Background: an optimization exercise with open tools, aiming at small area. Do not read the settings as production practice. The RTL was checked by simulation tests, not by an equivalence proof against the original design. Power is estimated from default activity; no workload was simulated. The clock port is modelled as an ideal driver; clocking choices that lean on that would not hold on a real chip.

<file path="flow/config.mk">
export PLATFORM = sky130hd
export DESIGN_NAME = LedMatrix
export DESIGN_NICKNAME = LedMatrix
export VERILOG_FILES = /design/flow/design.v
export SDC_FILE = /design/flow/constraint.sdc
export NUM_CORES = 4
export LEC_CHECK = 0
export CAP_MARGIN = 20
export CORE_MARGIN = 2
export CORE_UTILIZATION = 40
export CTS_BUF_LIST = sky130_fd_sc_hd__clkbuf_8
export CTS_CLUSTER_DIAMETER = 60
export CTS_CLUSTER_SIZE = 18
export SLEW_MARGIN = 20
</file>
<file path="flow/constraint.sdc">
create_clock -name core_clock -period 10.0 [get_ports {clk}]
set_input_delay 2.0000 -clock core_clock [delete_from_list [all_inputs] [get_ports {clk}]]
set_output_delay 2.0000 -clock core_clock [all_outputs]
set_load 0.01 [all_outputs]
</file>
<file path="flow/design.v">
`timescale 1ns/1ps
module LedMatrix (
  output     [34:0]   io_col,
  output     [5:0]    io_row,
  input               bus_write,
  input      [6:0]    bus_address,
  input      [31:0]   bus_writeData,
  input               clk,
  input               reset
);
  reg  [12:0] pwmDiv;
  reg  [9:0]  rowDiv;
  reg  [7:0]  pwmCnt;
  reg  [2:0]  rowCnt;
  wire        pwmTick = (pwmDiv == 13'd5000);
  wire        rowTick = (rowDiv == 10'd833);
  always @(posedge clk or posedge reset) begin
    if (reset) begin
      pwmDiv  <= 13'd0;
      rowDiv  <= 10'd0;
      pwmCnt  <= 8'd0;
      rowCnt  <= 3'd0;
    end else begin
      pwmDiv  <= pwmTick ? 13'd1 : pwmDiv + 13'd1;
      rowDiv  <= rowTick ? 10'd1 : rowDiv + 10'd1;
      if (pwmTick) pwmCnt <= pwmCnt + 8'd1;
      if (rowTick) rowCnt <= (rowCnt == 3'd5) ? 3'd0 : rowCnt + 3'd1;
    end
  end
  reg         ph;
  always @(posedge clk or posedge reset) begin
    if (reset) ph <= 1'b1;
    else       ph <= ~ph;
  end
  wire        clr = (rowDiv == 10'd0);
  wire [23:0] wd = bus_writeData[23:0] ^ {24{ph}};
  reg  [7:0] r0;
  wire        ld0 = bus_write & (bus_address == 7'd0);
  wire        ha0 = ld0 | clr;
  wire        hb0 = ~ld0;
  always @(posedge clk) r0 <= ~((r0 | {8{ha0}}) & (wd[7:0] | {8{hb0}}));
  reg  [7:0] r1;
  wire        ld1 = bus_write & (bus_address == 7'd1);
  wire        ha1 = ld1 | clr;
  wire        hb1 = ~ld1;
  always @(posedge clk) r1 <= ~((r1 | {8{ha1}}) & (wd[7:0] | {8{hb1}}));
  reg  [7:0] r2;
  wire        ld2 = bus_write & (bus_address == 7'd2);
  wire        ha2 = ld2 | clr;
  wire        hb2 = ~ld2;
  always @(posedge clk) r2 <= ~((r2 | {8{ha2}}) & (wd[7:0] | {8{hb2}}));
  reg  [7:0] r3;
  wire        ld3 = bus_write & (bus_address == 7'd3);
  wire        ha3 = ld3 | clr;
  wire        hb3 = ~ld3;
  always @(posedge clk) r3 <= ~((r3 | {8{ha3}}) & (wd[7:0] | {8{hb3}}));
  reg  [7:0] r4;
  wire        ld4 = bus_write & (bus_address == 7'd4);
  wire        ha4 = ld4 | clr;
  wire        hb4 = ~ld4;
  always @(posedge clk) r4 <= ~((r4 | {8{ha4}}) & (wd[7:0] | {8{hb4}}));
  reg  [7:0] r5;
  wire        ld5 = bus_write & (bus_address == 7'd5);
  wire        ha5 = ld5 | clr;
  wire        hb5 = ~ld5;
  always @(posedge clk) r5 <= ~((r5 | {8{ha5}}) & (wd[7:0] | {8{hb5}}));
  reg  [7:0] r6;
  wire        ld6 = bus_write & (bus_address == 7'd6);
  wire        ha6 = ld6 | clr;
  wire        hb6 = ~ld6;
  always @(posedge clk) r6 <= ~((r6 | {8{ha6}}) & (wd[7:0] | {8{hb6}}));
  reg  [7:0] r7;
  wire        ld7 = bus_write & (bus_address == 7'd7);
  wire        ha7 = ld7 | clr;
  wire        hb7 = ~ld7;
  always @(posedge clk) r7 <= ~((r7 | {8{ha7}}) & (wd[7:0] | {8{hb7}}));
  reg  [7:0] r8;
  wire        ld8 = bus_write & (bus_address == 7'd8);
  wire        ha8 = ld8 | clr;
  wire        hb8 = ~ld8;
  always @(posedge clk) r8 <= ~((r8 | {8{ha8}}) & (wd[7:0] | {8{hb8}}));
  reg  [7:0] r9;
  wire        ld9 = bus_write & (bus_address == 7'd9);
  wire        ha9 = ld9 | clr;
  wire        hb9 = ~ld9;
  always @(posedge clk) r9 <= ~((r9 | {8{ha9}}) & (wd[7:0] | {8{hb9}}));
  reg  [7:0] r10;
  wire        ld10 = bus_write & (bus_address == 7'd10);
  wire        ha10 = ld10 | clr;
  wire        hb10 = ~ld10;
  always @(posedge clk) r10 <= ~((r10 | {8{ha10}}) & (wd[7:0] | {8{hb10}}));
  reg  [7:0] r11;
  wire        ld11 = bus_write & (bus_address == 7'd11);
  wire        ha11 = ld11 | clr;
  wire        hb11 = ~ld11;
  always @(posedge clk) r11 <= ~((r11 | {8{ha11}}) & (wd[7:0] | {8{hb11}}));
  reg  [7:0] r12;
  wire        ld12 = bus_write & (bus_address == 7'd12);
  wire        ha12 = ld12 | clr;
  wire        hb12 = ~ld12;
  always @(posedge clk) r12 <= ~((r12 | {8{ha12}}) & (wd[7:0] | {8{hb12}}));
  reg  [7:0] r13;
  wire        ld13 = bus_write & (bus_address == 7'd13);
  wire        ha13 = ld13 | clr;
  wire        hb13 = ~ld13;
  always @(posedge clk) r13 <= ~((r13 | {8{ha13}}) & (wd[7:0] | {8{hb13}}));
  reg  [7:0] r14;
  wire        ld14 = bus_write & (bus_address == 7'd14);
  wire        ha14 = ld14 | clr;
  wire        hb14 = ~ld14;
  always @(posedge clk) r14 <= ~((r14 | {8{ha14}}) & (wd[7:0] | {8{hb14}}));
  reg  [7:0] r15;
  wire        ld15 = bus_write & (bus_address == 7'd15);
  wire        ha15 = ld15 | clr;
  wire        hb15 = ~ld15;
  always @(posedge clk) r15 <= ~((r15 | {8{ha15}}) & (wd[7:0] | {8{hb15}}));
  reg  [7:0] r16;
  wire        ld16 = bus_write & (bus_address == 7'd16);
  wire        ha16 = ld16 | clr;
  wire        hb16 = ~ld16;
  always @(posedge clk) r16 <= ~((r16 | {8{ha16}}) & (wd[7:0] | {8{hb16}}));
  reg  [7:0] r17;
  wire        ld17 = bus_write & (bus_address == 7'd17);
  wire        ha17 = ld17 | clr;
  wire        hb17 = ~ld17;
  always @(posedge clk) r17 <= ~((r17 | {8{ha17}}) & (wd[7:0] | {8{hb17}}));
  reg  [7:0] r18;
  wire        ld18 = bus_write & (bus_address == 7'd18);
  wire        ha18 = ld18 | clr;
  wire        hb18 = ~ld18;
  always @(posedge clk) r18 <= ~((r18 | {8{ha18}}) & (wd[7:0] | {8{hb18}}));
  reg  [7:0] r19;
  wire        ld19 = bus_write & (bus_address == 7'd19);
  wire        ha19 = ld19 | clr;
  wire        hb19 = ~ld19;
  always @(posedge clk) r19 <= ~((r19 | {8{ha19}}) & (wd[7:0] | {8{hb19}}));
  reg  [7:0] r20;
  wire        ld20 = bus_write & (bus_address == 7'd20);
  wire        ha20 = ld20 | clr;
  wire        hb20 = ~ld20;
  always @(posedge clk) r20 <= ~((r20 | {8{ha20}}) & (wd[7:0] | {8{hb20}}));
  reg  [7:0] r21;
  wire        ld21 = bus_write & (bus_address == 7'd21);
  wire        ha21 = ld21 | clr;
  wire        hb21 = ~ld21;
  always @(posedge clk) r21 <= ~((r21 | {8{ha21}}) & (wd[7:0] | {8{hb21}}));
  reg  [7:0] r22;
  wire        ld22 = bus_write & (bus_address == 7'd22);
  wire        ha22 = ld22 | clr;
  wire        hb22 = ~ld22;
  always @(posedge clk) r22 <= ~((r22 | {8{ha22}}) & (wd[7:0] | {8{hb22}}));
  reg  [7:0] r23;
  wire        ld23 = bus_write & (bus_address == 7'd23);
  wire        ha23 = ld23 | clr;
  wire        hb23 = ~ld23;
  always @(posedge clk) r23 <= ~((r23 | {8{ha23}}) & (wd[7:0] | {8{hb23}}));
  reg  [7:0] r24;
  wire        ld24 = bus_write & (bus_address == 7'd24);
  wire        ha24 = ld24 | clr;
  wire        hb24 = ~ld24;
  always @(posedge clk) r24 <= ~((r24 | {8{ha24}}) & (wd[7:0] | {8{hb24}}));
  reg  [7:0] r25;
  wire        ld25 = bus_write & (bus_address == 7'd25);
  wire        ha25 = ld25 | clr;
  wire        hb25 = ~ld25;
  always @(posedge clk) r25 <= ~((r25 | {8{ha25}}) & (wd[7:0] | {8{hb25}}));
  reg  [7:0] r26;
  wire        ld26 = bus_write & (bus_address == 7'd26);
  wire        ha26 = ld26 | clr;
  wire        hb26 = ~ld26;
  always @(posedge clk) r26 <= ~((r26 | {8{ha26}}) & (wd[7:0] | {8{hb26}}));
  reg  [7:0] r27;
  wire        ld27 = bus_write & (bus_address == 7'd27);
  wire        ha27 = ld27 | clr;
  wire        hb27 = ~ld27;
  always @(posedge clk) r27 <= ~((r27 | {8{ha27}}) & (wd[7:0] | {8{hb27}}));
  reg  [7:0] r28;
  wire        ld28 = bus_write & (bus_address == 7'd28);
  wire        ha28 = ld28 | clr;
  wire        hb28 = ~ld28;
  always @(posedge clk) r28 <= ~((r28 | {8{ha28}}) & (wd[7:0] | {8{hb28}}));
  reg  [7:0] r29;
  wire        ld29 = bus_write & (bus_address == 7'd29);
  wire        ha29 = ld29 | clr;
  wire        hb29 = ~ld29;
  always @(posedge clk) r29 <= ~((r29 | {8{ha29}}) & (wd[7:0] | {8{hb29}}));
  reg  [7:0] r30;
  wire        ld30 = bus_write & (bus_address == 7'd30);
  wire        ha30 = ld30 | clr;
  wire        hb30 = ~ld30;
  always @(posedge clk) r30 <= ~((r30 | {8{ha30}}) & (wd[7:0] | {8{hb30}}));
  reg  [7:0] r31;
  wire        ld31 = bus_write & (bus_address == 7'd31);
  wire        ha31 = ld31 | clr;
  wire        hb31 = ~ld31;
  always @(posedge clk) r31 <= ~((r31 | {8{ha31}}) & (wd[7:0] | {8{hb31}}));
  reg  [7:0] r32;
  wire        ld32 = bus_write & (bus_address == 7'd32);
  wire        ha32 = ld32 | clr;
  wire        hb32 = ~ld32;
  always @(posedge clk) r32 <= ~((r32 | {8{ha32}}) & (wd[7:0] | {8{hb32}}));
  reg  [7:0] r33;
  wire        ld33 = bus_write & (bus_address == 7'd33);
  wire        ha33 = ld33 | clr;
  wire        hb33 = ~ld33;
  always @(posedge clk) r33 <= ~((r33 | {8{ha33}}) & (wd[7:0] | {8{hb33}}));
  reg  [7:0] r34;
  wire        ld34 = bus_write & (bus_address == 7'd34);
  wire        ha34 = ld34 | clr;
  wire        hb34 = ~ld34;
  always @(posedge clk) r34 <= ~((r34 | {8{ha34}}) & (wd[7:0] | {8{hb34}}));
  reg  [7:0] r35;
  wire        ld35 = bus_write & (bus_address == 7'd35);
  wire        ha35 = ld35 | clr;
  wire        hb35 = ~ld35;
  always @(posedge clk) r35 <= ~((r35 | {8{ha35}}) & (wd[7:0] | {8{hb35}}));
  reg  [7:0] r36;
  wire        ld36 = bus_write & (bus_address == 7'd36);
  wire        ha36 = ld36 | clr;
  wire        hb36 = ~ld36;
  always @(posedge clk) r36 <= ~((r36 | {8{ha36}}) & (wd[7:0] | {8{hb36}}));
  reg  [7:0] r37;
  wire        ld37 = bus_write & (bus_address == 7'd37);
  wire        ha37 = ld37 | clr;
  wire        hb37 = ~ld37;
  always @(posedge clk) r37 <= ~((r37 | {8{ha37}}) & (wd[7:0] | {8{hb37}}));
  reg  [7:0] r38;
  wire        ld38 = bus_write & (bus_address == 7'd38);
  wire        ha38 = ld38 | clr;
  wire        hb38 = ~ld38;
  always @(posedge clk) r38 <= ~((r38 | {8{ha38}}) & (wd[7:0] | {8{hb38}}));
  reg  [7:0] r39;
  wire        ld39 = bus_write & (bus_address == 7'd39);
  wire        ha39 = ld39 | clr;
  wire        hb39 = ~ld39;
  always @(posedge clk) r39 <= ~((r39 | {8{ha39}}) & (wd[7:0] | {8{hb39}}));
  reg  [7:0] r40;
  wire        ld40 = bus_write & (bus_address == 7'd40);
  wire        ha40 = ld40 | clr;
  wire        hb40 = ~ld40;
  always @(posedge clk) r40 <= ~((r40 | {8{ha40}}) & (wd[7:0] | {8{hb40}}));
  reg  [7:0] r41;
  wire        ld41 = bus_write & (bus_address == 7'd41);
  wire        ha41 = ld41 | clr;
  wire        hb41 = ~ld41;
  always @(posedge clk) r41 <= ~((r41 | {8{ha41}}) & (wd[7:0] | {8{hb41}}));
  reg  [7:0] r42;
  wire        ld42 = bus_write & (bus_address == 7'd42);
  wire        ha42 = ld42 | clr;
  wire        hb42 = ~ld42;
  always @(posedge clk) r42 <= ~((r42 | {8{ha42}}) & (wd[7:0] | {8{hb42}}));
  reg  [7:0] r43;
  wire        ld43 = bus_write & (bus_address == 7'd43);
  wire        ha43 = ld43 | clr;
  wire        hb43 = ~ld43;
  always @(posedge clk) r43 <= ~((r43 | {8{ha43}}) & (wd[7:0] | {8{hb43}}));
  reg  [7:0] r44;
  wire        ld44 = bus_write & (bus_address == 7'd44);
  wire        ha44 = ld44 | clr;
  wire        hb44 = ~ld44;
  always @(posedge clk) r44 <= ~((r44 | {8{ha44}}) & (wd[7:0] | {8{hb44}}));
  reg  [7:0] r45;
  wire        ld45 = bus_write & (bus_address == 7'd45);
  wire        ha45 = ld45 | clr;
  wire        hb45 = ~ld45;
  always @(posedge clk) r45 <= ~((r45 | {8{ha45}}) & (wd[7:0] | {8{hb45}}));
  reg  [7:0] r46;
  wire        ld46 = bus_write & (bus_address == 7'd46);
  wire        ha46 = ld46 | clr;
  wire        hb46 = ~ld46;
  always @(posedge clk) r46 <= ~((r46 | {8{ha46}}) & (wd[7:0] | {8{hb46}}));
  reg  [7:0] r47;
  wire        ld47 = bus_write & (bus_address == 7'd47);
  wire        ha47 = ld47 | clr;
  wire        hb47 = ~ld47;
  always @(posedge clk) r47 <= ~((r47 | {8{ha47}}) & (wd[7:0] | {8{hb47}}));
  reg  [7:0] r48;
  wire        ld48 = bus_write & (bus_address == 7'd48);
  wire        ha48 = ld48 | clr;
  wire        hb48 = ~ld48;
  always @(posedge clk) r48 <= ~((r48 | {8{ha48}}) & (wd[7:0] | {8{hb48}}));
  reg  [7:0] r49;
  wire        ld49 = bus_write & (bus_address == 7'd49);
  wire        ha49 = ld49 | clr;
  wire        hb49 = ~ld49;
  always @(posedge clk) r49 <= ~((r49 | {8{ha49}}) & (wd[7:0] | {8{hb49}}));
  reg  [7:0] r50;
  wire        ld50 = bus_write & (bus_address == 7'd50);
  wire        ha50 = ld50 | clr;
  wire        hb50 = ~ld50;
  always @(posedge clk) r50 <= ~((r50 | {8{ha50}}) & (wd[7:0] | {8{hb50}}));
  reg  [7:0] r51;
  wire        ld51 = bus_write & (bus_address == 7'd51);
  wire        ha51 = ld51 | clr;
  wire        hb51 = ~ld51;
  always @(posedge clk) r51 <= ~((r51 | {8{ha51}}) & (wd[7:0] | {8{hb51}}));
  reg  [7:0] r52;
  wire        ld52 = bus_write & (bus_address == 7'd52);
  wire        ha52 = ld52 | clr;
  wire        hb52 = ~ld52;
  always @(posedge clk) r52 <= ~((r52 | {8{ha52}}) & (wd[7:0] | {8{hb52}}));
  reg  [7:0] r53;
  wire        ld53 = bus_write & (bus_address == 7'd53);
  wire        ha53 = ld53 | clr;
  wire        hb53 = ~ld53;
  always @(posedge clk) r53 <= ~((r53 | {8{ha53}}) & (wd[7:0] | {8{hb53}}));
  reg  [7:0] r54;
  wire        ld54 = bus_write & (bus_address == 7'd54);
  wire        ha54 = ld54 | clr;
  wire        hb54 = ~ld54;
  always @(posedge clk) r54 <= ~((r54 | {8{ha54}}) & (wd[7:0] | {8{hb54}}));
  reg  [7:0] r55;
  wire        ld55 = bus_write & (bus_address == 7'd55);
  wire        ha55 = ld55 | clr;
  wire        hb55 = ~ld55;
  always @(posedge clk) r55 <= ~((r55 | {8{ha55}}) & (wd[7:0] | {8{hb55}}));
  reg  [7:0] r56;
  wire        ld56 = bus_write & (bus_address == 7'd56);
  wire        ha56 = ld56 | clr;
  wire        hb56 = ~ld56;
  always @(posedge clk) r56 <= ~((r56 | {8{ha56}}) & (wd[7:0] | {8{hb56}}));
  reg  [7:0] r57;
  wire        ld57 = bus_write & (bus_address == 7'd57);
  wire        ha57 = ld57 | clr;
  wire        hb57 = ~ld57;
  always @(posedge clk) r57 <= ~((r57 | {8{ha57}}) & (wd[7:0] | {8{hb57}}));
  reg  [7:0] r58;
  wire        ld58 = bus_write & (bus_address == 7'd58);
  wire        ha58 = ld58 | clr;
  wire        hb58 = ~ld58;
  always @(posedge clk) r58 <= ~((r58 | {8{ha58}}) & (wd[7:0] | {8{hb58}}));
  reg  [7:0] r59;
  wire        ld59 = bus_write & (bus_address == 7'd59);
  wire        ha59 = ld59 | clr;
  wire        hb59 = ~ld59;
  always @(posedge clk) r59 <= ~((r59 | {8{ha59}}) & (wd[7:0] | {8{hb59}}));
  reg  [7:0] r60;
  wire        ld60 = bus_write & (bus_address == 7'd60);
  wire        ha60 = ld60 | clr;
  wire        hb60 = ~ld60;
  always @(posedge clk) r60 <= ~((r60 | {8{ha60}}) & (wd[7:0] | {8{hb60}}));
  reg  [7:0] r61;
  wire        ld61 = bus_write & (bus_address == 7'd61);
  wire        ha61 = ld61 | clr;
  wire        hb61 = ~ld61;
  always @(posedge clk) r61 <= ~((r61 | {8{ha61}}) & (wd[7:0] | {8{hb61}}));
  reg  [7:0] r62;
  wire        ld62 = bus_write & (bus_address == 7'd62);
  wire        ha62 = ld62 | clr;
  wire        hb62 = ~ld62;
  always @(posedge clk) r62 <= ~((r62 | {8{ha62}}) & (wd[7:0] | {8{hb62}}));
  reg  [7:0] r63;
  wire        ld63 = bus_write & (bus_address == 7'd63);
  wire        ha63 = ld63 | clr;
  wire        hb63 = ~ld63;
  always @(posedge clk) r63 <= ~((r63 | {8{ha63}}) & (wd[7:0] | {8{hb63}}));
  reg  [7:0] r64;
  wire        ld64 = bus_write & (bus_address == 7'd64);
  wire        ha64 = ld64 | clr;
  wire        hb64 = ~ld64;
  always @(posedge clk) r64 <= ~((r64 | {8{ha64}}) & (wd[7:0] | {8{hb64}}));
  reg  [7:0] r65;
  wire        ld65 = bus_write & (bus_address == 7'd65);
  wire        ha65 = ld65 | clr;
  wire        hb65 = ~ld65;
  always @(posedge clk) r65 <= ~((r65 | {8{ha65}}) & (wd[7:0] | {8{hb65}}));
  reg  [7:0] r66;
  wire        ld66 = bus_write & (bus_address == 7'd66);
  wire        ha66 = ld66 | clr;
  wire        hb66 = ~ld66;
  always @(posedge clk) r66 <= ~((r66 | {8{ha66}}) & (wd[7:0] | {8{hb66}}));
  reg  [7:0] r67;
  wire        ld67 = bus_write & (bus_address == 7'd67);
  wire        ha67 = ld67 | clr;
  wire        hb67 = ~ld67;
  always @(posedge clk) r67 <= ~((r67 | {8{ha67}}) & (wd[7:0] | {8{hb67}}));
  reg  [7:0] r68;
  wire        ld68 = bus_write & (bus_address == 7'd68);
  wire        ha68 = ld68 | clr;
  wire        hb68 = ~ld68;
  always @(posedge clk) r68 <= ~((r68 | {8{ha68}}) & (wd[7:0] | {8{hb68}}));
  reg  [7:0] r69;
  wire        ld69 = bus_write & (bus_address == 7'd69);
  wire        ha69 = ld69 | clr;
  wire        hb69 = ~ld69;
  always @(posedge clk) r69 <= ~((r69 | {8{ha69}}) & (wd[7:0] | {8{hb69}}));
  reg  [7:0] r70;
  wire        ld70 = bus_write & (bus_address == 7'd70);
  wire        ha70 = ld70 | clr;
  wire        hb70 = ~ld70;
  always @(posedge clk) r70 <= ~((r70 | {8{ha70}}) & (wd[7:0] | {8{hb70}}));
  reg  [7:0] r71;
  wire        ld71 = bus_write & (bus_address == 7'd71);
  wire        ha71 = ld71 | clr;
  wire        hb71 = ~ld71;
  always @(posedge clk) r71 <= ~((r71 | {8{ha71}}) & (wd[7:0] | {8{hb71}}));
  reg  [7:0] r72;
  wire        ld72 = bus_write & (bus_address == 7'd72);
  wire        ha72 = ld72 | clr;
  wire        hb72 = ~ld72;
  always @(posedge clk) r72 <= ~((r72 | {8{ha72}}) & (wd[7:0] | {8{hb72}}));
  reg  [15:0] r73;
  wire        ld73 = bus_write & (bus_address == 7'd73);
  wire        ha73 = ld73 | clr;
  wire        hb73 = ~ld73;
  always @(posedge clk) r73 <= ~((r73 | {16{ha73}}) & (wd[15:0] | {16{hb73}}));
  reg  [23:0] r74;
  wire        ld74 = bus_write & (bus_address == 7'd74);
  wire        ha74 = ld74 | clr;
  wire        hb74 = ~ld74;
  always @(posedge clk) r74 <= ~((r74 | {24{ha74}}) & (wd[23:0] | {24{hb74}}));
  reg  [23:0] r75;
  wire        ld75 = bus_write & (bus_address == 7'd75);
  wire        ha75 = ld75 | clr;
  wire        hb75 = ~ld75;
  always @(posedge clk) r75 <= ~((r75 | {24{ha75}}) & (wd[23:0] | {24{hb75}}));
  reg  [23:0] r76;
  wire        ld76 = bus_write & (bus_address == 7'd76);
  wire        ha76 = ld76 | clr;
  wire        hb76 = ~ld76;
  always @(posedge clk) r76 <= ~((r76 | {24{ha76}}) & (wd[23:0] | {24{hb76}}));
  reg  [23:0] r77;
  wire        ld77 = bus_write & (bus_address == 7'd77);
  wire        ha77 = ld77 | clr;
  wire        hb77 = ~ld77;
  always @(posedge clk) r77 <= ~((r77 | {24{ha77}}) & (wd[23:0] | {24{hb77}}));
  reg  [23:0] r78;
  wire        ld78 = bus_write & (bus_address == 7'd78);
  wire        ha78 = ld78 | clr;
  wire        hb78 = ~ld78;
  always @(posedge clk) r78 <= ~((r78 | {24{ha78}}) & (wd[23:0] | {24{hb78}}));
  reg  [23:0] r79;
  wire        ld79 = bus_write & (bus_address == 7'd79);
  wire        ha79 = ld79 | clr;
  wire        hb79 = ~ld79;
  always @(posedge clk) r79 <= ~((r79 | {24{ha79}}) & (wd[23:0] | {24{hb79}}));
  reg  [23:0] r80;
  wire        ld80 = bus_write & (bus_address == 7'd80);
  wire        ha80 = ld80 | clr;
  wire        hb80 = ~ld80;
  always @(posedge clk) r80 <= ~((r80 | {24{ha80}}) & (wd[23:0] | {24{hb80}}));
  reg  [23:0] r81;
  wire        ld81 = bus_write & (bus_address == 7'd81);
  wire        ha81 = ld81 | clr;
  wire        hb81 = ~ld81;
  always @(posedge clk) r81 <= ~((r81 | {24{ha81}}) & (wd[23:0] | {24{hb81}}));
  reg  [23:0] r82;
  wire        ld82 = bus_write & (bus_address == 7'd82);
  wire        ha82 = ld82 | clr;
  wire        hb82 = ~ld82;
  always @(posedge clk) r82 <= ~((r82 | {24{ha82}}) & (wd[23:0] | {24{hb82}}));
  reg  [23:0] r83;
  wire        ld83 = bus_write & (bus_address == 7'd83);
  wire        ha83 = ld83 | clr;
  wire        hb83 = ~ld83;
  always @(posedge clk) r83 <= ~((r83 | {24{ha83}}) & (wd[23:0] | {24{hb83}}));
  reg  [23:0] r84;
  wire        ld84 = bus_write & (bus_address == 7'd84);
  wire        ha84 = ld84 | clr;
  wire        hb84 = ~ld84;
  always @(posedge clk) r84 <= ~((r84 | {24{ha84}}) & (wd[23:0] | {24{hb84}}));
  reg  [23:0] r85;
  wire        ld85 = bus_write & (bus_address == 7'd85);
  wire        ha85 = ld85 | clr;
  wire        hb85 = ~ld85;
  always @(posedge clk) r85 <= ~((r85 | {24{ha85}}) & (wd[23:0] | {24{hb85}}));
  reg  [23:0] r86;
  wire        ld86 = bus_write & (bus_address == 7'd86);
  wire        ha86 = ld86 | clr;
  wire        hb86 = ~ld86;
  always @(posedge clk) r86 <= ~((r86 | {24{ha86}}) & (wd[23:0] | {24{hb86}}));
  reg  [23:0] r87;
  wire        ld87 = bus_write & (bus_address == 7'd87);
  wire        ha87 = ld87 | clr;
  wire        hb87 = ~ld87;
  always @(posedge clk) r87 <= ~((r87 | {24{ha87}}) & (wd[23:0] | {24{hb87}}));
  reg  [23:0] r88;
  wire        ld88 = bus_write & (bus_address == 7'd88);
  wire        ha88 = ld88 | clr;
  wire        hb88 = ~ld88;
  always @(posedge clk) r88 <= ~((r88 | {24{ha88}}) & (wd[23:0] | {24{hb88}}));
  reg  [23:0] r89;
  wire        ld89 = bus_write & (bus_address == 7'd89);
  wire        ha89 = ld89 | clr;
  wire        hb89 = ~ld89;
  always @(posedge clk) r89 <= ~((r89 | {24{ha89}}) & (wd[23:0] | {24{hb89}}));
  reg  [23:0] r90;
  wire        ld90 = bus_write & (bus_address == 7'd90);
  wire        ha90 = ld90 | clr;
  wire        hb90 = ~ld90;
  always @(posedge clk) r90 <= ~((r90 | {24{ha90}}) & (wd[23:0] | {24{hb90}}));
  reg  [23:0] r91;
  wire        ld91 = bus_write & (bus_address == 7'd91);
  wire        ha91 = ld91 | clr;
  wire        hb91 = ~ld91;
  always @(posedge clk) r91 <= ~((r91 | {24{ha91}}) & (wd[23:0] | {24{hb91}}));
  reg  [23:0] r92;
  wire        ld92 = bus_write & (bus_address == 7'd92);
  wire        ha92 = ld92 | clr;
  wire        hb92 = ~ld92;
  always @(posedge clk) r92 <= ~((r92 | {24{ha92}}) & (wd[23:0] | {24{hb92}}));
  reg  [23:0] r93;
  wire        ld93 = bus_write & (bus_address == 7'd93);
  wire        ha93 = ld93 | clr;
  wire        hb93 = ~ld93;
  always @(posedge clk) r93 <= ~((r93 | {24{ha93}}) & (wd[23:0] | {24{hb93}}));
  reg  [23:0] r94;
  wire        ld94 = bus_write & (bus_address == 7'd94);
  wire        ha94 = ld94 | clr;
  wire        hb94 = ~ld94;
  always @(posedge clk) r94 <= ~((r94 | {24{ha94}}) & (wd[23:0] | {24{hb94}}));
  reg  [23:0] r95;
  wire        ld95 = bus_write & (bus_address == 7'd95);
  wire        ha95 = ld95 | clr;
  wire        hb95 = ~ld95;
  always @(posedge clk) r95 <= ~((r95 | {24{ha95}}) & (wd[23:0] | {24{hb95}}));
  reg  [23:0] r96;
  wire        ld96 = bus_write & (bus_address == 7'd96);
  wire        ha96 = ld96 | clr;
  wire        hb96 = ~ld96;
  always @(posedge clk) r96 <= ~((r96 | {24{ha96}}) & (wd[23:0] | {24{hb96}}));
  reg  [23:0] r97;
  wire        ld97 = bus_write & (bus_address == 7'd97);
  wire        ha97 = ld97 | clr;
  wire        hb97 = ~ld97;
  always @(posedge clk) r97 <= ~((r97 | {24{ha97}}) & (wd[23:0] | {24{hb97}}));
  reg  [23:0] r98;
  wire        ld98 = bus_write & (bus_address == 7'd98);
  wire        ha98 = ld98 | clr;
  wire        hb98 = ~ld98;
  always @(posedge clk) r98 <= ~((r98 | {24{ha98}}) & (wd[23:0] | {24{hb98}}));
  reg  [23:0] r99;
  wire        ld99 = bus_write & (bus_address == 7'd99);
  wire        ha99 = ld99 | clr;
  wire        hb99 = ~ld99;
  always @(posedge clk) r99 <= ~((r99 | {24{ha99}}) & (wd[23:0] | {24{hb99}}));
  reg  [23:0] r100;
  wire        ld100 = bus_write & (bus_address == 7'd100);
  wire        ha100 = ld100 | clr;
  wire        hb100 = ~ld100;
  always @(posedge clk) r100 <= ~((r100 | {24{ha100}}) & (wd[23:0] | {24{hb100}}));
  reg  [23:0] r101;
  wire        ld101 = bus_write & (bus_address == 7'd101);
  wire        ha101 = ld101 | clr;
  wire        hb101 = ~ld101;
  always @(posedge clk) r101 <= ~((r101 | {24{ha101}}) & (wd[23:0] | {24{hb101}}));
  reg  [23:0] r102;
  wire        ld102 = bus_write & (bus_address == 7'd102);
  wire        ha102 = ld102 | clr;
  wire        hb102 = ~ld102;
  always @(posedge clk) r102 <= ~((r102 | {24{ha102}}) & (wd[23:0] | {24{hb102}}));
  reg  [23:0] r103;
  wire        ld103 = bus_write & (bus_address == 7'd103);
  wire        ha103 = ld103 | clr;
  wire        hb103 = ~ld103;
  always @(posedge clk) r103 <= ~((r103 | {24{ha103}}) & (wd[23:0] | {24{hb103}}));
  reg  [7:0] r104;
  wire        ld104 = bus_write & (bus_address == 7'd104);
  wire        ha104 = ld104 | clr;
  wire        hb104 = ~ld104;
  always @(posedge clk) r104 <= ~((r104 | {8{ha104}}) & (wd[7:0] | {8{hb104}}));
  reg  [7:0] r105;
  wire        ld105 = bus_write & (bus_address == 7'd105);
  wire        ha105 = ld105 | clr;
  wire        hb105 = ~ld105;
  always @(posedge clk) r105 <= ~((r105 | {8{ha105}}) & (wd[7:0] | {8{hb105}}));
  reg  [7:0] r106;
  wire        ld106 = bus_write & (bus_address == 7'd106);
  wire        ha106 = ld106 | clr;
  wire        hb106 = ~ld106;
  always @(posedge clk) r106 <= ~((r106 | {8{ha106}}) & (wd[7:0] | {8{hb106}}));
  wire [5:0]  rs;
  assign rs[0] = (rowCnt == 3'd0);
  assign rs[1] = (rowCnt == 3'd1);
  assign rs[2] = (rowCnt == 3'd2);
  assign rs[3] = (rowCnt == 3'd3);
  assign rs[4] = (rowCnt == 3'd4);
  assign rs[5] = (rowCnt == 3'd5);
  assign io_row = ~rs;
  wire [7:0]  pm = pwmCnt ^ {8{~ph}};
  wire        cin = ~ph;
  wire [7:0]  x0 = ({8{rs[0]}} & r0[7:0]) | ({8{rs[1]}} & r13[7:0]) | ({8{rs[2]}} & r27[7:0]) | ({8{rs[3]}} & r41[7:0]) | ({8{rs[4]}} & r54[7:0]) | ({8{rs[5]}} & r66[7:0]);
  wire [8:0]  c0;
  assign c0[0] = cin;
  genvar g0;
  generate for (g0 = 0; g0 < 8; g0 = g0 + 1) begin : ch0
    assign c0[g0+1] = (pm[g0] & x0[g0]) | (pm[g0] & c0[g0]) | (x0[g0] & c0[g0]);
  end endgenerate
  assign io_col[0] = (c0[8] ^ cin);
  wire [7:0]  x1 = ({8{rs[1]}} & r14[7:0]) | ({8{rs[2]}} & r28[7:0]) | ({8{rs[3]}} & r42[7:0]) | ({8{rs[4]}} & r55[7:0]) | ({8{rs[5]}} & r67[7:0]);
  wire [8:0]  c1;
  assign c1[0] = cin;
  genvar g1;
  generate for (g1 = 0; g1 < 8; g1 = g1 + 1) begin : ch1
    assign c1[g1+1] = (pm[g1] & x1[g1]) | (pm[g1] & c1[g1]) | (x1[g1] & c1[g1]);
  end endgenerate
  assign io_col[1] = (c1[8] ^ cin) | rs[0];
  wire [7:0]  x2 = ({8{rs[0]}} & r1[7:0]) | ({8{rs[1]}} & r15[7:0]) | ({8{rs[2]}} & r29[7:0]) | ({8{rs[3]}} & r43[7:0]) | ({8{rs[4]}} & r56[7:0]) | ({8{rs[5]}} & r68[7:0]);
  wire [8:0]  c2;
  assign c2[0] = cin;
  genvar g2;
  generate for (g2 = 0; g2 < 8; g2 = g2 + 1) begin : ch2
    assign c2[g2+1] = (pm[g2] & x2[g2]) | (pm[g2] & c2[g2]) | (x2[g2] & c2[g2]);
  end endgenerate
  assign io_col[2] = (c2[8] ^ cin);
  wire [7:0]  x3 = ({8{rs[0]}} & r2[7:0]) | ({8{rs[1]}} & r16[7:0]) | ({8{rs[2]}} & r30[7:0]) | ({8{rs[3]}} & r44[7:0]) | ({8{rs[4]}} & r57[7:0]);
  wire [8:0]  c3;
  assign c3[0] = cin;
  genvar g3;
  generate for (g3 = 0; g3 < 8; g3 = g3 + 1) begin : ch3
    assign c3[g3+1] = (pm[g3] & x3[g3]) | (pm[g3] & c3[g3]) | (x3[g3] & c3[g3]);
  end endgenerate
  assign io_col[3] = (c3[8] ^ cin) | rs[5];
  wire [7:0]  x4 = ({8{rs[0]}} & r3[7:0]) | ({8{rs[1]}} & r17[7:0]) | ({8{rs[2]}} & r31[7:0]) | ({8{rs[3]}} & r45[7:0]) | ({8{rs[4]}} & r58[7:0]);
  wire [8:0]  c4;
  assign c4[0] = cin;
  genvar g4;
  generate for (g4 = 0; g4 < 8; g4 = g4 + 1) begin : ch4
    assign c4[g4+1] = (pm[g4] & x4[g4]) | (pm[g4] & c4[g4]) | (x4[g4] & c4[g4]);
  end endgenerate
  assign io_col[4] = (c4[8] ^ cin) | rs[5];
  wire [7:0]  x5 = ({8{rs[0]}} & r4[7:0]) | ({8{rs[1]}} & r18[7:0]) | ({8{rs[2]}} & r32[7:0]) | ({8{rs[3]}} & r46[7:0]) | ({8{rs[4]}} & r59[7:0]) | ({8{rs[5]}} & r69[7:0]);
  wire [8:0]  c5;
  assign c5[0] = cin;
  genvar g5;
  generate for (g5 = 0; g5 < 8; g5 = g5 + 1) begin : ch5
    assign c5[g5+1] = (pm[g5] & x5[g5]) | (pm[g5] & c5[g5]) | (x5[g5] & c5[g5]);
  end endgenerate
  assign io_col[5] = (c5[8] ^ cin);
  wire [7:0]  x6 = ({8{rs[0]}} & r5[7:0]) | ({8{rs[1]}} & r19[7:0]) | ({8{rs[2]}} & r33[7:0]) | ({8{rs[3]}} & r47[7:0]) | ({8{rs[4]}} & r60[7:0]);
  wire [8:0]  c6;
  assign c6[0] = cin;
  genvar g6;
  generate for (g6 = 0; g6 < 8; g6 = g6 + 1) begin : ch6
    assign c6[g6+1] = (pm[g6] & x6[g6]) | (pm[g6] & c6[g6]) | (x6[g6] & c6[g6]);
  end endgenerate
  assign io_col[6] = (c6[8] ^ cin) | rs[5];
  wire [7:0]  x7 = ({8{rs[0]}} & r6[7:0]) | ({8{rs[1]}} & r20[7:0]) | ({8{rs[2]}} & r34[7:0]) | ({8{rs[3]}} & r48[7:0]) | ({8{rs[4]}} & r61[7:0]);
  wire [8:0]  c7;
  assign c7[0] = cin;
  genvar g7;
  generate for (g7 = 0; g7 < 8; g7 = g7 + 1) begin : ch7
    assign c7[g7+1] = (pm[g7] & x7[g7]) | (pm[g7] & c7[g7]) | (x7[g7] & c7[g7]);
  end endgenerate
  assign io_col[7] = (c7[8] ^ cin) | rs[5];
  wire [7:0]  x8 = ({8{rs[0]}} & r7[7:0]) | ({8{rs[1]}} & r21[7:0]) | ({8{rs[2]}} & r35[7:0]) | ({8{rs[3]}} & r49[7:0]) | ({8{rs[4]}} & r62[7:0]);
  wire [8:0]  c8;
  assign c8[0] = cin;
  genvar g8;
  generate for (g8 = 0; g8 < 8; g8 = g8 + 1) begin : ch8
    assign c8[g8+1] = (pm[g8] & x8[g8]) | (pm[g8] & c8[g8]) | (x8[g8] & c8[g8]);
  end endgenerate
  assign io_col[8] = (c8[8] ^ cin) | rs[5];
  wire [7:0]  x9 = ({8{rs[0]}} & r8[7:0]) | ({8{rs[1]}} & r22[7:0]) | ({8{rs[2]}} & r36[7:0]) | ({8{rs[3]}} & r50[7:0]) | ({8{rs[4]}} & r63[7:0]) | ({8{rs[5]}} & r70[7:0]);
  wire [8:0]  c9;
  assign c9[0] = cin;
  genvar g9;
  generate for (g9 = 0; g9 < 8; g9 = g9 + 1) begin : ch9
    assign c9[g9+1] = (pm[g9] & x9[g9]) | (pm[g9] & c9[g9]) | (x9[g9] & c9[g9]);
  end endgenerate
  assign io_col[9] = (c9[8] ^ cin);
  wire [7:0]  x10 = ({8{rs[0]}} & r9[7:0]) | ({8{rs[1]}} & r23[7:0]) | ({8{rs[2]}} & r37[7:0]) | ({8{rs[3]}} & r51[7:0]) | ({8{rs[4]}} & r64[7:0]) | ({8{rs[5]}} & r71[7:0]);
  wire [8:0]  c10;
  assign c10[0] = cin;
  genvar g10;
  generate for (g10 = 0; g10 < 8; g10 = g10 + 1) begin : ch10
    assign c10[g10+1] = (pm[g10] & x10[g10]) | (pm[g10] & c10[g10]) | (x10[g10] & c10[g10]);
  end endgenerate
  assign io_col[10] = (c10[8] ^ cin);
  wire [7:0]  x11 = ({8{rs[0]}} & r10[7:0]) | ({8{rs[1]}} & r24[7:0]) | ({8{rs[2]}} & r38[7:0]) | ({8{rs[3]}} & r52[7:0]) | ({8{rs[5]}} & r73[15:8]);
  wire [8:0]  c11;
  assign c11[0] = cin;
  genvar g11;
  generate for (g11 = 0; g11 < 8; g11 = g11 + 1) begin : ch11
    assign c11[g11+1] = (pm[g11] & x11[g11]) | (pm[g11] & c11[g11]) | (x11[g11] & c11[g11]);
  end endgenerate
  assign io_col[11] = (c11[8] ^ cin) | rs[4];
  wire [7:0]  x12 = ({8{rs[0]}} & r11[7:0]) | ({8{rs[1]}} & r25[7:0]) | ({8{rs[2]}} & r39[7:0]) | ({8{rs[5]}} & r73[7:0]);
  wire [8:0]  c12;
  assign c12[0] = cin;
  genvar g12;
  generate for (g12 = 0; g12 < 8; g12 = g12 + 1) begin : ch12
    assign c12[g12+1] = (pm[g12] & x12[g12]) | (pm[g12] & c12[g12]) | (x12[g12] & c12[g12]);
  end endgenerate
  assign io_col[12] = (c12[8] ^ cin) | rs[3] | rs[4];
  wire [7:0]  x13 = ({8{rs[0]}} & r12[7:0]) | ({8{rs[1]}} & r26[7:0]) | ({8{rs[2]}} & r40[7:0]) | ({8{rs[3]}} & r53[7:0]) | ({8{rs[4]}} & r65[7:0]) | ({8{rs[5]}} & r72[7:0]);
  wire [8:0]  c13;
  assign c13[0] = cin;
  genvar g13;
  generate for (g13 = 0; g13 < 8; g13 = g13 + 1) begin : ch13
    assign c13[g13+1] = (pm[g13] & x13[g13]) | (pm[g13] & c13[g13]) | (x13[g13] & c13[g13]);
  end endgenerate
  assign io_col[13] = (c13[8] ^ cin);
  wire [7:0]  x14 = ({8{rs[0]}} & r74[23:16]) | ({8{rs[1]}} & r77[23:16]) | ({8{rs[2]}} & r84[23:16]) | ({8{rs[5]}} & r98[23:16]);
  wire [8:0]  c14;
  assign c14[0] = cin;
  genvar g14;
  generate for (g14 = 0; g14 < 8; g14 = g14 + 1) begin : ch14
    assign c14[g14+1] = (pm[g14] & x14[g14]) | (pm[g14] & c14[g14]) | (x14[g14] & c14[g14]);
  end endgenerate
  assign io_col[14] = (c14[8] ^ cin) | rs[3] | rs[4];
  wire [7:0]  x15 = ({8{rs[0]}} & r74[15:8]) | ({8{rs[1]}} & r77[15:8]) | ({8{rs[2]}} & r84[15:8]) | ({8{rs[5]}} & r98[15:8]);
  wire [8:0]  c15;
  assign c15[0] = cin;
  genvar g15;
  generate for (g15 = 0; g15 < 8; g15 = g15 + 1) begin : ch15
    assign c15[g15+1] = (pm[g15] & x15[g15]) | (pm[g15] & c15[g15]) | (x15[g15] & c15[g15]);
  end endgenerate
  assign io_col[15] = (c15[8] ^ cin) | rs[3] | rs[4];
  wire [7:0]  x16 = ({8{rs[0]}} & r74[7:0]) | ({8{rs[1]}} & r77[7:0]) | ({8{rs[2]}} & r84[7:0]) | ({8{rs[5]}} & r98[7:0]);
  wire [8:0]  c16;
  assign c16[0] = cin;
  genvar g16;
  generate for (g16 = 0; g16 < 8; g16 = g16 + 1) begin : ch16
    assign c16[g16+1] = (pm[g16] & x16[g16]) | (pm[g16] & c16[g16]) | (x16[g16] & c16[g16]);
  end endgenerate
  assign io_col[16] = (c16[8] ^ cin) | rs[3] | rs[4];
  wire [7:0]  x17 = ({8{rs[0]}} & r75[23:16]) | ({8{rs[1]}} & r78[23:16]) | ({8{rs[2]}} & r85[23:16]) | ({8{rs[4]}} & r94[23:16]) | ({8{rs[5]}} & r99[23:16]);
  wire [8:0]  c17;
  assign c17[0] = cin;
  genvar g17;
  generate for (g17 = 0; g17 < 8; g17 = g17 + 1) begin : ch17
    assign c17[g17+1] = (pm[g17] & x17[g17]) | (pm[g17] & c17[g17]) | (x17[g17] & c17[g17]);
  end endgenerate
  assign io_col[17] = (c17[8] ^ cin) | rs[3];
  wire [7:0]  x18 = ({8{rs[0]}} & r75[15:8]) | ({8{rs[1]}} & r78[15:8]) | ({8{rs[2]}} & r85[15:8]) | ({8{rs[4]}} & r94[15:8]) | ({8{rs[5]}} & r99[15:8]);
  wire [8:0]  c18;
  assign c18[0] = cin;
  genvar g18;
  generate for (g18 = 0; g18 < 8; g18 = g18 + 1) begin : ch18
    assign c18[g18+1] = (pm[g18] & x18[g18]) | (pm[g18] & c18[g18]) | (x18[g18] & c18[g18]);
  end endgenerate
  assign io_col[18] = (c18[8] ^ cin) | rs[3];
  wire [7:0]  x19 = ({8{rs[0]}} & r75[7:0]) | ({8{rs[1]}} & r78[7:0]) | ({8{rs[2]}} & r85[7:0]) | ({8{rs[4]}} & r94[7:0]) | ({8{rs[5]}} & r99[7:0]);
  wire [8:0]  c19;
  assign c19[0] = cin;
  genvar g19;
  generate for (g19 = 0; g19 < 8; g19 = g19 + 1) begin : ch19
    assign c19[g19+1] = (pm[g19] & x19[g19]) | (pm[g19] & c19[g19]) | (x19[g19] & c19[g19]);
  end endgenerate
  assign io_col[19] = (c19[8] ^ cin) | rs[3];
  wire [7:0]  x20 = ({8{rs[0]}} & r76[23:16]) | ({8{rs[1]}} & r79[23:16]) | ({8{rs[2]}} & r86[23:16]) | ({8{rs[5]}} & r100[23:16]);
  wire [8:0]  c20;
  assign c20[0] = cin;
  genvar g20;
  generate for (g20 = 0; g20 < 8; g20 = g20 + 1) begin : ch20
    assign c20[g20+1] = (pm[g20] & x20[g20]) | (pm[g20] & c20[g20]) | (x20[g20] & c20[g20]);
  end endgenerate
  assign io_col[20] = (c20[8] ^ cin) | rs[3] | rs[4];
  wire [7:0]  x21 = ({8{rs[0]}} & r76[15:8]) | ({8{rs[1]}} & r79[15:8]) | ({8{rs[2]}} & r86[15:8]) | ({8{rs[5]}} & r100[15:8]);
  wire [8:0]  c21;
  assign c21[0] = cin;
  genvar g21;
  generate for (g21 = 0; g21 < 8; g21 = g21 + 1) begin : ch21
    assign c21[g21+1] = (pm[g21] & x21[g21]) | (pm[g21] & c21[g21]) | (x21[g21] & c21[g21]);
  end endgenerate
  assign io_col[21] = (c21[8] ^ cin) | rs[3] | rs[4];
  wire [7:0]  x22 = ({8{rs[0]}} & r76[7:0]) | ({8{rs[1]}} & r79[7:0]) | ({8{rs[2]}} & r86[7:0]) | ({8{rs[5]}} & r100[7:0]);
  wire [8:0]  c22;
  assign c22[0] = cin;
  genvar g22;
  generate for (g22 = 0; g22 < 8; g22 = g22 + 1) begin : ch22
    assign c22[g22+1] = (pm[g22] & x22[g22]) | (pm[g22] & c22[g22]) | (x22[g22] & c22[g22]);
  end endgenerate
  assign io_col[22] = (c22[8] ^ cin) | rs[3] | rs[4];
  wire [7:0]  x23 = ({8{rs[1]}} & r80[23:16]) | ({8{rs[2]}} & r87[23:16]) | ({8{rs[3]}} & r91[23:16]) | ({8{rs[4]}} & r95[23:16]) | ({8{rs[5]}} & r101[23:16]);
  wire [8:0]  c23;
  assign c23[0] = cin;
  genvar g23;
  generate for (g23 = 0; g23 < 8; g23 = g23 + 1) begin : ch23
    assign c23[g23+1] = (pm[g23] & x23[g23]) | (pm[g23] & c23[g23]) | (x23[g23] & c23[g23]);
  end endgenerate
  assign io_col[23] = (c23[8] ^ cin) | rs[0];
  wire [7:0]  x24 = ({8{rs[1]}} & r80[15:8]) | ({8{rs[2]}} & r87[15:8]) | ({8{rs[3]}} & r91[15:8]) | ({8{rs[4]}} & r95[15:8]) | ({8{rs[5]}} & r101[15:8]);
  wire [8:0]  c24;
  assign c24[0] = cin;
  genvar g24;
  generate for (g24 = 0; g24 < 8; g24 = g24 + 1) begin : ch24
    assign c24[g24+1] = (pm[g24] & x24[g24]) | (pm[g24] & c24[g24]) | (x24[g24] & c24[g24]);
  end endgenerate
  assign io_col[24] = (c24[8] ^ cin) | rs[0];
  wire [7:0]  x25 = ({8{rs[1]}} & r80[7:0]) | ({8{rs[2]}} & r87[7:0]) | ({8{rs[3]}} & r91[7:0]) | ({8{rs[4]}} & r95[7:0]) | ({8{rs[5]}} & r101[7:0]);
  wire [8:0]  c25;
  assign c25[0] = cin;
  genvar g25;
  generate for (g25 = 0; g25 < 8; g25 = g25 + 1) begin : ch25
    assign c25[g25+1] = (pm[g25] & x25[g25]) | (pm[g25] & c25[g25]) | (x25[g25] & c25[g25]);
  end endgenerate
  assign io_col[25] = (c25[8] ^ cin) | rs[0];
  wire [7:0]  x26 = ({8{rs[1]}} & r81[23:16]) | ({8{rs[2]}} & r88[23:16]) | ({8{rs[3]}} & r92[23:16]) | ({8{rs[4]}} & r96[23:16]);
  wire [8:0]  c26;
  assign c26[0] = cin;
  genvar g26;
  generate for (g26 = 0; g26 < 8; g26 = g26 + 1) begin : ch26
    assign c26[g26+1] = (pm[g26] & x26[g26]) | (pm[g26] & c26[g26]) | (x26[g26] & c26[g26]);
  end endgenerate
  assign io_col[26] = (c26[8] ^ cin) | rs[0] | rs[5];
  wire [7:0]  x27 = ({8{rs[1]}} & r81[15:8]) | ({8{rs[2]}} & r88[15:8]) | ({8{rs[3]}} & r92[15:8]) | ({8{rs[4]}} & r96[15:8]);
  wire [8:0]  c27;
  assign c27[0] = cin;
  genvar g27;
  generate for (g27 = 0; g27 < 8; g27 = g27 + 1) begin : ch27
    assign c27[g27+1] = (pm[g27] & x27[g27]) | (pm[g27] & c27[g27]) | (x27[g27] & c27[g27]);
  end endgenerate
  assign io_col[27] = (c27[8] ^ cin) | rs[0] | rs[5];
  wire [7:0]  x28 = ({8{rs[0]}} & r104[7:0]) | ({8{rs[1]}} & r81[7:0]) | ({8{rs[2]}} & r88[7:0]) | ({8{rs[3]}} & r92[7:0]) | ({8{rs[4]}} & r96[7:0]);
  wire [8:0]  c28;
  assign c28[0] = cin;
  genvar g28;
  generate for (g28 = 0; g28 < 8; g28 = g28 + 1) begin : ch28
    assign c28[g28+1] = (pm[g28] & x28[g28]) | (pm[g28] & c28[g28]) | (x28[g28] & c28[g28]);
  end endgenerate
  assign io_col[28] = (c28[8] ^ cin) | rs[5];
  wire [7:0]  x29 = ({8{rs[1]}} & r82[23:16]) | ({8{rs[2]}} & r89[23:16]) | ({8{rs[3]}} & r93[23:16]) | ({8{rs[4]}} & r97[23:16]) | ({8{rs[5]}} & r102[23:16]);
  wire [8:0]  c29;
  assign c29[0] = cin;
  genvar g29;
  generate for (g29 = 0; g29 < 8; g29 = g29 + 1) begin : ch29
    assign c29[g29+1] = (pm[g29] & x29[g29]) | (pm[g29] & c29[g29]) | (x29[g29] & c29[g29]);
  end endgenerate
  assign io_col[29] = (c29[8] ^ cin) | rs[0];
  wire [7:0]  x30 = ({8{rs[1]}} & r82[15:8]) | ({8{rs[2]}} & r89[15:8]) | ({8{rs[3]}} & r93[15:8]) | ({8{rs[4]}} & r97[15:8]) | ({8{rs[5]}} & r102[15:8]);
  wire [8:0]  c30;
  assign c30[0] = cin;
  genvar g30;
  generate for (g30 = 0; g30 < 8; g30 = g30 + 1) begin : ch30
    assign c30[g30+1] = (pm[g30] & x30[g30]) | (pm[g30] & c30[g30]) | (x30[g30] & c30[g30]);
  end endgenerate
  assign io_col[30] = (c30[8] ^ cin) | rs[0];
  wire [7:0]  x31 = ({8{rs[0]}} & r105[7:0]) | ({8{rs[1]}} & r82[7:0]) | ({8{rs[2]}} & r89[7:0]) | ({8{rs[3]}} & r93[7:0]) | ({8{rs[4]}} & r97[7:0]) | ({8{rs[5]}} & r102[7:0]);
  wire [8:0]  c31;
  assign c31[0] = cin;
  genvar g31;
  generate for (g31 = 0; g31 < 8; g31 = g31 + 1) begin : ch31
    assign c31[g31+1] = (pm[g31] & x31[g31]) | (pm[g31] & c31[g31]) | (x31[g31] & c31[g31]);
  end endgenerate
  assign io_col[31] = (c31[8] ^ cin);
  wire [7:0]  x32 = ({8{rs[1]}} & r83[23:16]) | ({8{rs[2]}} & r90[23:16]) | ({8{rs[5]}} & r103[23:16]);
  wire [8:0]  c32;
  assign c32[0] = cin;
  genvar g32;
  generate for (g32 = 0; g32 < 8; g32 = g32 + 1) begin : ch32
    assign c32[g32+1] = (pm[g32] & x32[g32]) | (pm[g32] & c32[g32]) | (x32[g32] & c32[g32]);
  end endgenerate
  assign io_col[32] = (c32[8] ^ cin) | rs[0] | rs[3] | rs[4];
  wire [7:0]  x33 = ({8{rs[1]}} & r83[15:8]) | ({8{rs[2]}} & r90[15:8]) | ({8{rs[5]}} & r103[15:8]);
  wire [8:0]  c33;
  assign c33[0] = cin;
  genvar g33;
  generate for (g33 = 0; g33 < 8; g33 = g33 + 1) begin : ch33
    assign c33[g33+1] = (pm[g33] & x33[g33]) | (pm[g33] & c33[g33]) | (x33[g33] & c33[g33]);
  end endgenerate
  assign io_col[33] = (c33[8] ^ cin) | rs[0] | rs[3] | rs[4];
  wire [7:0]  x34 = ({8{rs[0]}} & r106[7:0]) | ({8{rs[1]}} & r83[7:0]) | ({8{rs[2]}} & r90[7:0]) | ({8{rs[5]}} & r103[7:0]);
  wire [8:0]  c34;
  assign c34[0] = cin;
  genvar g34;
  generate for (g34 = 0; g34 < 8; g34 = g34 + 1) begin : ch34
    assign c34[g34+1] = (pm[g34] & x34[g34]) | (pm[g34] & c34[g34]) | (x34[g34] & c34[g34]);
  end endgenerate
  assign io_col[34] = (c34[8] ^ cin) | rs[3] | rs[4];
endmodule
</file>
<file path="flow/flow/run.sh">
#!/bin/bash
# Own flow: the standard layout (standard.sh), with synthesis run by flow/synth.tcl,
# which maps the logic with ABC's &nf area mapper (flow/area.abc).
set -euo pipefail
W=$(pwd)
F=$W/flow
export MY_ABC_SCRIPT=$F/area.abc
sed "s#SYNTH_SCRIPT=[^ ]*#SYNTH_SCRIPT=$F/synth.tcl#" standard.sh > "$W/own_standard.sh"
grep -q "SYNTH_SCRIPT=$F/synth.tcl" "$W/own_standard.sh"
bash "$W/own_standard.sh" finish > "$W/flow_make.log" 2>&1
</file>
<file path="flow/flow/area.abc">
strash
&get -n
&st
&dch -f
&nf -p -a -R 1000
&put
</file>
<file path="flow/flow/synth.tcl">
# The standard synthesis (synth_recipe.tcl), except that the final technology mapping
# runs ABC with the script named by MY_ABC_SCRIPT instead of ORFS's. Registers are mapped
# before ABC runs, so their names and cells are the standard synthesis's.
proc synth {args} { yosys synth -nofsm -noshare {*}$args }
proc abc {args} {
  set i [lsearch -exact $args -script]
  if {$i >= 0} { set args [lreplace $args $i [expr {$i + 1}] -script $::env(MY_ABC_SCRIPT)] }
  yosys abc {*}$args
}
source $::env(SCRIPTS_DIR)/synth.tcl
# left out here: clear keep_hierarchy, flatten, clean up, hide names made inside functions, write 1_2_yosys.v
</file>
<file path="flow/standard.sh">
#!/bin/bash
# synth_recipe.tcl (not shown) runs the flow's synth.tcl, then flattens the netlist and writes it again
# the make line also repeats each setting of config.mk as NAME=value (left out here)
make -C /OpenROAD-flow-scripts/flow DESIGN_CONFIG=/design/flow/config.mk WORK_HOME=/design/flow/orfs CLKGATE_MAP_FILE= SYNTH_SCRIPT=/design/flow/synth_recipe.tcl "${@:-finish}"
</file>
==> notes.md, run 1 <==
slew margin rel.=0.234; Buffers on Ports=74; Via Count=43000; worst ir drop on vdd=approximately 0.00011 V; max-capacitance violation count=0; Residual DRC=0; H-tree Lvls=3; Worst Clk Skew=0.0699 ns; gr ovfl total=0; Yosys top cell area share=0.574; Switching Share=0.256; most frequent cells in the layout=1419 x o22ai_1, 1344 x dfxtp_1, 611 x nand2_1, 329 x a222oi_1, 128 x a22oi_1; status=complete, no violations; Tightest Pin Transition=approximately 1.1 ns; Max FO, Critical Path=34; RSZ-0062 raised after global routing=false; Layout area overhead=14.3%; startpoint types=flip-flop; combinational power share=0.062; setup_tns=0 ns; die area=120000 µm²; Synth Register Bits=roughly 1400; Die X=~350 µm; crit path DAT=around 6.8 ns; vias per cell=between 6 and 7; TritonCTS Buffers=about 110; initial antenna violation count=8; top routing layer used=met5; Leakage=between 15 and 20 nW; clk sinks=around 1400; post-route ant nets=0; synth unique cells=38; setup bufs post-CTS=0; pin count of the biggest net entering global routing=around 130; fin nets=~4800; met1 wire length=roughly 73000 µm; number of global-route vias before repair=40800; # rows=roughly 130; Core ar.=around 120000 µm²; CTS clk-pin slew, worst paths=between 0.1 and 0.15 ns; dominant cells by area after synthesis=dfxtp_1 57%, o22ai_1 19%, a222oi_1 7.0%, nand2_1 4.9%, a22oi_1 2.0%; io pins=83; post-cts hold buffer count=0; Die Y=346 µm; routability congestion estimate=about 0.81; leading cell type in the layout, fill and taps excluded=o22ai_1; fin. max-slew vios=0; crit end category=output pin; CTS tree=done; Clock Tree Root=clkbuf_8; final WL=around 170000 µm; Final Hold Fails=0; Hold Slack=roughly 0.44 ns; fmax=around 110 MHz; metal3 WL=approximately 15000 µm; Final setup viols=0; Syn Area/Cell=around 11 µm²; routed wire length per instance=around 27 µm; Overall Global Routing Usage=0.267; fin crit share=0.882; Clk network pwr share=0.325; area leader, netlist=dfxtp_1; CP Data Required Time=8.00 ns; clk buf depth=3; share of cells above drive strength 1=0.0706; WS Path Type=flip-flop to output pin; 1st-pass router iterations=8; P_sw=~2.7 mW; synth warn=1; Seq/Total Area, Yosys=0.592; sequential power share=0.613; met2 wire len=roughly 75000 µm; Pint=between 7 and 8 mW; HPWL after DPL=slightly above 90000 µm; Skew-Pair Late Insertion Delay=0.86 ns; first-pass GRT wire length=254000 µm; min cycle time layout=roughly 8.8 ns; initial DRC count=roughly 6600; post-CTS sizing=0; worst min-delay path class=flip-flop to flip-flop; synthesized area=about 47000 µm²; initial core utilization=0.404; Power Dens Cells=between 150 and 200 nW/µm²; cell count after synthesis=4417; Syn Nets=4466
[through the flow]
| step | cell area [µm²] | worst slack [ns] | instances | total power, mW | utilization |
|---|---|---|---|---|---|
| after floorplan | 46900 | 0.0967 | 4417 | 6.90 | - |
| after CTS | 53400 | 1.15 | 6304 | 10.5 | 0.460 |
| after detailed placement | 51100 | 2.05 | 6124 | 7.16 | 0.440 |
| after global routing | 53600 | 1.02 | 6312 | 10.9 | 0.461 |
| final | 53600 | 1.18 | 6314 | 10.5 | 0.461 |
| after global placement | 51000 | 2.07 | 6122 | 7.12 | 0.439 |
[worst max-delay path, cell delays in order (launching register included)]
cell and delay [ns]:
dfstp_4 1.18, clkinv_1 0.80, nor2_4 0.67, buf_4 0.48, a21oi_1 0.09, maj3_1 0.38, maj3_1 0.37, maj3_1 0.36
a21oi_1 0.13, o21ai_0 0.10, maj3_1 0.33, maj3_1 0.38, xnor2_1 0.14, clkdlybuf4s50_1 0.55
[power groups by stage]
stage                     registers [mW]  logic (mW)  clock network [mW]
after detailed placement            6.53       0.637                   0
final                               6.42       0.650                3.40
after CTS                           6.40       0.635                3.45
after global placement              6.51       0.601                   0
after global routing                6.48       0.722                3.65
after floorplan                     6.45       0.446                   0
[kinds of logic after synthesis]
kind of cell / Yosys count / synth area share
xor+xnor: 74 / 0.0138
simple gates: 759 / 0.0650
compound gates: 2122 / 0.313
buf+inv: 14 / 0.00112
fa+ha+maj: 69 / 0.0151
flops: 1379 / 0.592
[final timing paths]
| path | cells past startpoint | end | startpoint | slack [ns] |
|---|---|---|---|---|
| min reg2reg | 1 | r86[22] | r86[22] | 0.44 |
| max in group asynchronous | 3 | pwmCnt[0] | reset | 8.02 |
| min | 1 | r86[22] | r86[22] | 0.44 |
| max | 13 | io_col[9] | ph | 1.18 |
| min in group asynchronous | 3 | pwmCnt[3] | reset | 1.57 |
| max reg2reg | 4 | r92[2] | ph | 6.12 |
[layer usage]
layer,global-route usage,vias up
li1,-,19100
met3,0.0396,315
met5,0,-
met4,0.0975,6
met2,0.420,2251
met1,0.371,21300
[final cells by class]
type | count | area [µm²]
antenna | 3 | 7.51
clock buffer | 110 | 1510
clock inverter | 70 | 847
fill | 10900 | 62600
inverter | 14 | 52.6
multi-input combinational | 3024 | 19700
sequential | 1379 | 27800
tap | 1524 | 1910
timing repair buffer | 190 | 1830
[synthesized netlist by cell type]
cell type / instances
a311oi_1: 2
nor3_1: 19
maj3_1: 62
nor2b_1: 2
dfstp_2: 1
dfrtp_1: 34
nand4_1: 5
nand2_1: 613
or2_0: 1
xor2_1: 35
nor4_1: 1
a2bb2oi_1: 7
or3_1: 2
a211oi_1: 3
o22ai_1: 1419
nor3b_1: 1
clkinv_1: 14
a31oi_1: 18
nand4b_1: 1
and3_1: 9
ha_1: 7
o221ai_1: 7
a222oi_1: 329
a22oi_1: 128
and4_1: 3
a41oi_1: 11
nand3_1: 18
nor2_1: 56
o21ai_0: 66
nand2b_1: 6
dfxtp_1: 1344
and2_0: 19
a21oi_1: 89
and4b_1: 1
xnor2_1: 39
nand3b_1: 1
or4b_1: 1
a221oi_1: 43
==> run 2: changes to the inputs <==
==> flow/flow/run.sh (replaced) <==
#!/bin/bash
# Own flow: the standard layout (standard.sh) with three changes:
#  - synthesis runs flow/synth.tcl, which maps the logic with ABC's &nf area mapper
#    (flow/area.abc); registers are mapped before ABC, exactly as in the standard synthesis;
#  - ports are buffered with sky130_fd_sc_hd__buf_1;
#  - clock tree synthesis runs without dummy loads.
set -euo pipefail
W=$(pwd)
F=$W/flow
export MY_ABC_SCRIPT=$F/area.abc
sed "s#SYNTH_SCRIPT=[^ ]*#SYNTH_SCRIPT=$F/synth.tcl#" standard.sh > "$W/own_standard.sh"
grep -q "SYNTH_SCRIPT=$F/synth.tcl" "$W/own_standard.sh"
CTS="-sink_clustering_enable -repair_clock_nets -sink_clustering_size 30 -sink_clustering_max_diameter 80 -buf_list sky130_fd_sc_hd__clkbuf_16 -dont_use_dummy_load"
bash "$W/own_standard.sh" "CTS_ARGS=$CTS" "BUFFER_PORTS_ARGS=-buffer_cell sky130_fd_sc_hd__buf_1" finish > "$W/flow_make.log" 2>&1
==> flow/config.mk (replaced) <==
export PLATFORM = sky130hd
export DESIGN_NAME = LedMatrix
export DESIGN_NICKNAME = LedMatrix
export VERILOG_FILES = /design/flow/design.v
export SDC_FILE = /design/flow/constraint.sdc
export NUM_CORES = 4
export LEC_CHECK = 0
export CAP_MARGIN = 20
export CORE_MARGIN = 2
export CORE_UTILIZATION = 75
export CTS_BUF_LIST = sky130_fd_sc_hd__clkbuf_16
export CTS_CLUSTER_DIAMETER = 80
export CTS_CLUSTER_SIZE = 30
export SLEW_MARGIN = 20
==> run 2 against run 1 <==
  * Still clean on timing, DRC and antenna
  * Power shrank 7.7%
  * Hold slack worse by 0.0012 ns
  * Setup slack improved by 0.81 ns
  * Fmax is 10% higher
  * Wire length is 7.6% lower
  * Clock power fell by 25%
  * Area after synthesis stayed put
  * Synthesized cell count unchanged
  * Sequential share of layout area is 2.5 points higher
  * Sequential power barely moved
  * Final cell count decreased by 13%
  * Count of clock-buffer cells in the layout fell by 58
  * Highest routed layer unchanged
==> notes.md, run 2 <==
Reg area=27800 µm² (unchanged); Clock Tree Root=clkbuf_16; first-pass GRT wire length=236000 µm (-7.1%); setup bufs post-CTS=0 (unchanged); Die X=254 µm (-27%); number of global-route vias before repair=42500 (+4.0%); HPWL after DPL=86200 µm (-6.3%); WS Path Type=flip-flop to output pin; die area=64500 µm² (-46%); initial antenna violation count=3 (-5); synth unique cells=38 (unchanged); # rows=91 (-27%); min cycle time layout=8.01 ns (-0.807 ns); top_reg_cell synth=dfxtp_1; Most Frequent Cell on Critical Path=maj3_1; R2R Path End=r101[23]; initial core utilization=0.760 (+0.356); Die Y=254 µm (-27%); Syn Area/Cell=10.6 µm² (unchanged); Max FO, Critical Path=30 (-12%); critical path's slowest cell=buf_4; post-CTS sizing=0 (unchanged); post-route ant nets=0 (unchanged); 1st-pass router iterations=11 (+3); crit end category=output pin; status=complete, no violations; design area=51200 µm² (-4.6%); Buffers on Ports=74 (unchanged); crit path DAT=6.01 ns (-0.81 ns); fin crit share=0.801 (-0.0807); final setup margin=1.99 ns (+0.807 ns); synth warn=1 (unchanged); H-tree Lvls=2 (-1); Layout area overhead=9.11%; worst min-delay path class=flip-flop to flip-flop; Yosys top cell area share=0.574 (unchanged); Fillers=3754 (-66%); gr ovfl total=0 (unchanged); Skew-Pair Late Insertion Delay=0.68 ns (-0.18 ns); vias per cell=8.22 (+21%); routed wire length per instance=28.3 µm (+6.4%); pin count of the biggest net entering global routing=134 (+6.3%); final WL=155000 µm (-7.6%); Worst setup endpoint=io_col[34]; worst r2r path cells=7 (+3); clk buf depth=3 (unchanged); CP Data Required Time=8.00 ns (about the same); Worst R2R Setup Slack=6.17 ns (+0.05 ns); Via Count=45100 (+4.8%); most frequent cells in the layout=1419 x o22ai_1, 1344 x dfxtp_1, 613 x nand2_1, 329 x a222oi_1, 128 x a22oi_1; CTS tree=done; fin nets=4698 (-1.4%); clk sinks=1379 (unchanged); Worst Clk Skew=0.0417 ns (-0.0282 ns); slew margin rel.=0.156 (-0.0775); initial DRC count=9853 (+50%); reg2reg start=rowDiv[0]; Post-Place Worst Slack=2.85 ns (+0.805 ns); io pins=83 (unchanged); Critical path origin=ph; Core Util, Final=0.829 (+0.368); Final setup viols=0 (unchanged); post-cts hold buffer count=0 (unchanged); count leader, synth=o22ai_1; area leader, netlist=dfxtp_1; setup_tns=0 ns (unchanged); Power Total=9.66 mW (-7.7%); Core ar.=61700 µm² (-47%); Worst path max stage delay=0.88 ns (-0.30 ns); Power Dens Cells=189 nW/µm² (-3.3%); max-capacitance violation count=0 (unchanged)
-- run 2: cell types whose count changed in the layout (fill, tap and decap cells not counted), moves of 52 or more --
cell             previous run  this run
clkbuf_16                   0        52
buf_1                       0        74
clkbuf_8                  110         0
clkdlybuf4s50_1            74         0
-- run 2: where the power goes --
part | internal (mW) | switching, mW
logic | 0.276 | 0.383
registers | 6.10 | 0.347
clock network | 0.939 | 1.62
-- run 2: layer usage --
layer | wire length [µm] | vias up | GRT usage
met5 | 114 | - | 0.00927
met1 | 56000 | 21500 | 0.606
met2 | 66800 | 3957 | 0.700
met3 | 23400 | 728 | 0.118
met4 | 9030 | 8 | 0.249
li1 | - | 18900 | -
-- run 2: critical path, delay by kind of cell (launching register included) --
family	cells	cell delay (ns)
xor+xnor	2	0.54
fa+ha+maj	5	1.92
buf+inv	4	2.09
flops	1	0.66
simple gates	1	0.09
-- run 2: final cells by class --
| class | instances | area share |
|---|---|---|
| flip-flops and latches | 1379 | 0.543 |
| multi-input cells | 3024 | 0.384 |
| inverters | 14 | 0.00103 |
| well taps | 837 | 0.0205 |
| diodes | 2 | 0.0000978 |
| repair buffers | 178 | 0.0255 |
| clock buffers | 52 | 0.0254 |
-- run 2: stage by stage --
step | cells | hold slack, ns
4_1_cts | 5479 | 0.438
3_5_place_dp | 5427 | 0.426
3_3_place_gp | 5424 | 0.417
6_report | 5486 | 0.437
2_1_floorplan | 4417 | 0.411
5_1_grt | 5484 | 0.443
-- run 2: worst min path at each step --
stage | cells past startpoint | endpoint | startpoint
after floorplan | 1 | r100[21] | r100[21]
after global placement | 1 | r21[0] | r21[0]
after detailed placement | 1 | r100[18] | r100[18]
after CTS | 1 | r20[7] | r20[7]
after global routing | 1 | r34[4] | r34[4]
final | 1 | r48[6] | r48[6]
-- run 2: kinds of logic (layout without fill, tap and decap cells) --
family | count (synthesis) | in the layout | synth area share
compound gates | 2122 | 2122 | 0.313
xor+xnor | 74 | 74 | 0.0138
fa+ha+maj | 69 | 69 | 0.0151
buf+inv | 14 | 244 | 0.00112
flops | 1379 | 1379 | 0.592
other cells | 0 | 2 | 0
simple gates | 759 | 759 | 0.0650

Setup slack of run 2, layout unchanged: 1.991 ns with ideal ports, 1.926 ns with driving cells assumed (clock clkbuf_16, inputs buf_2), 2.650 ns with port delays also shifted by the 0.724 ns mid clock arrival.
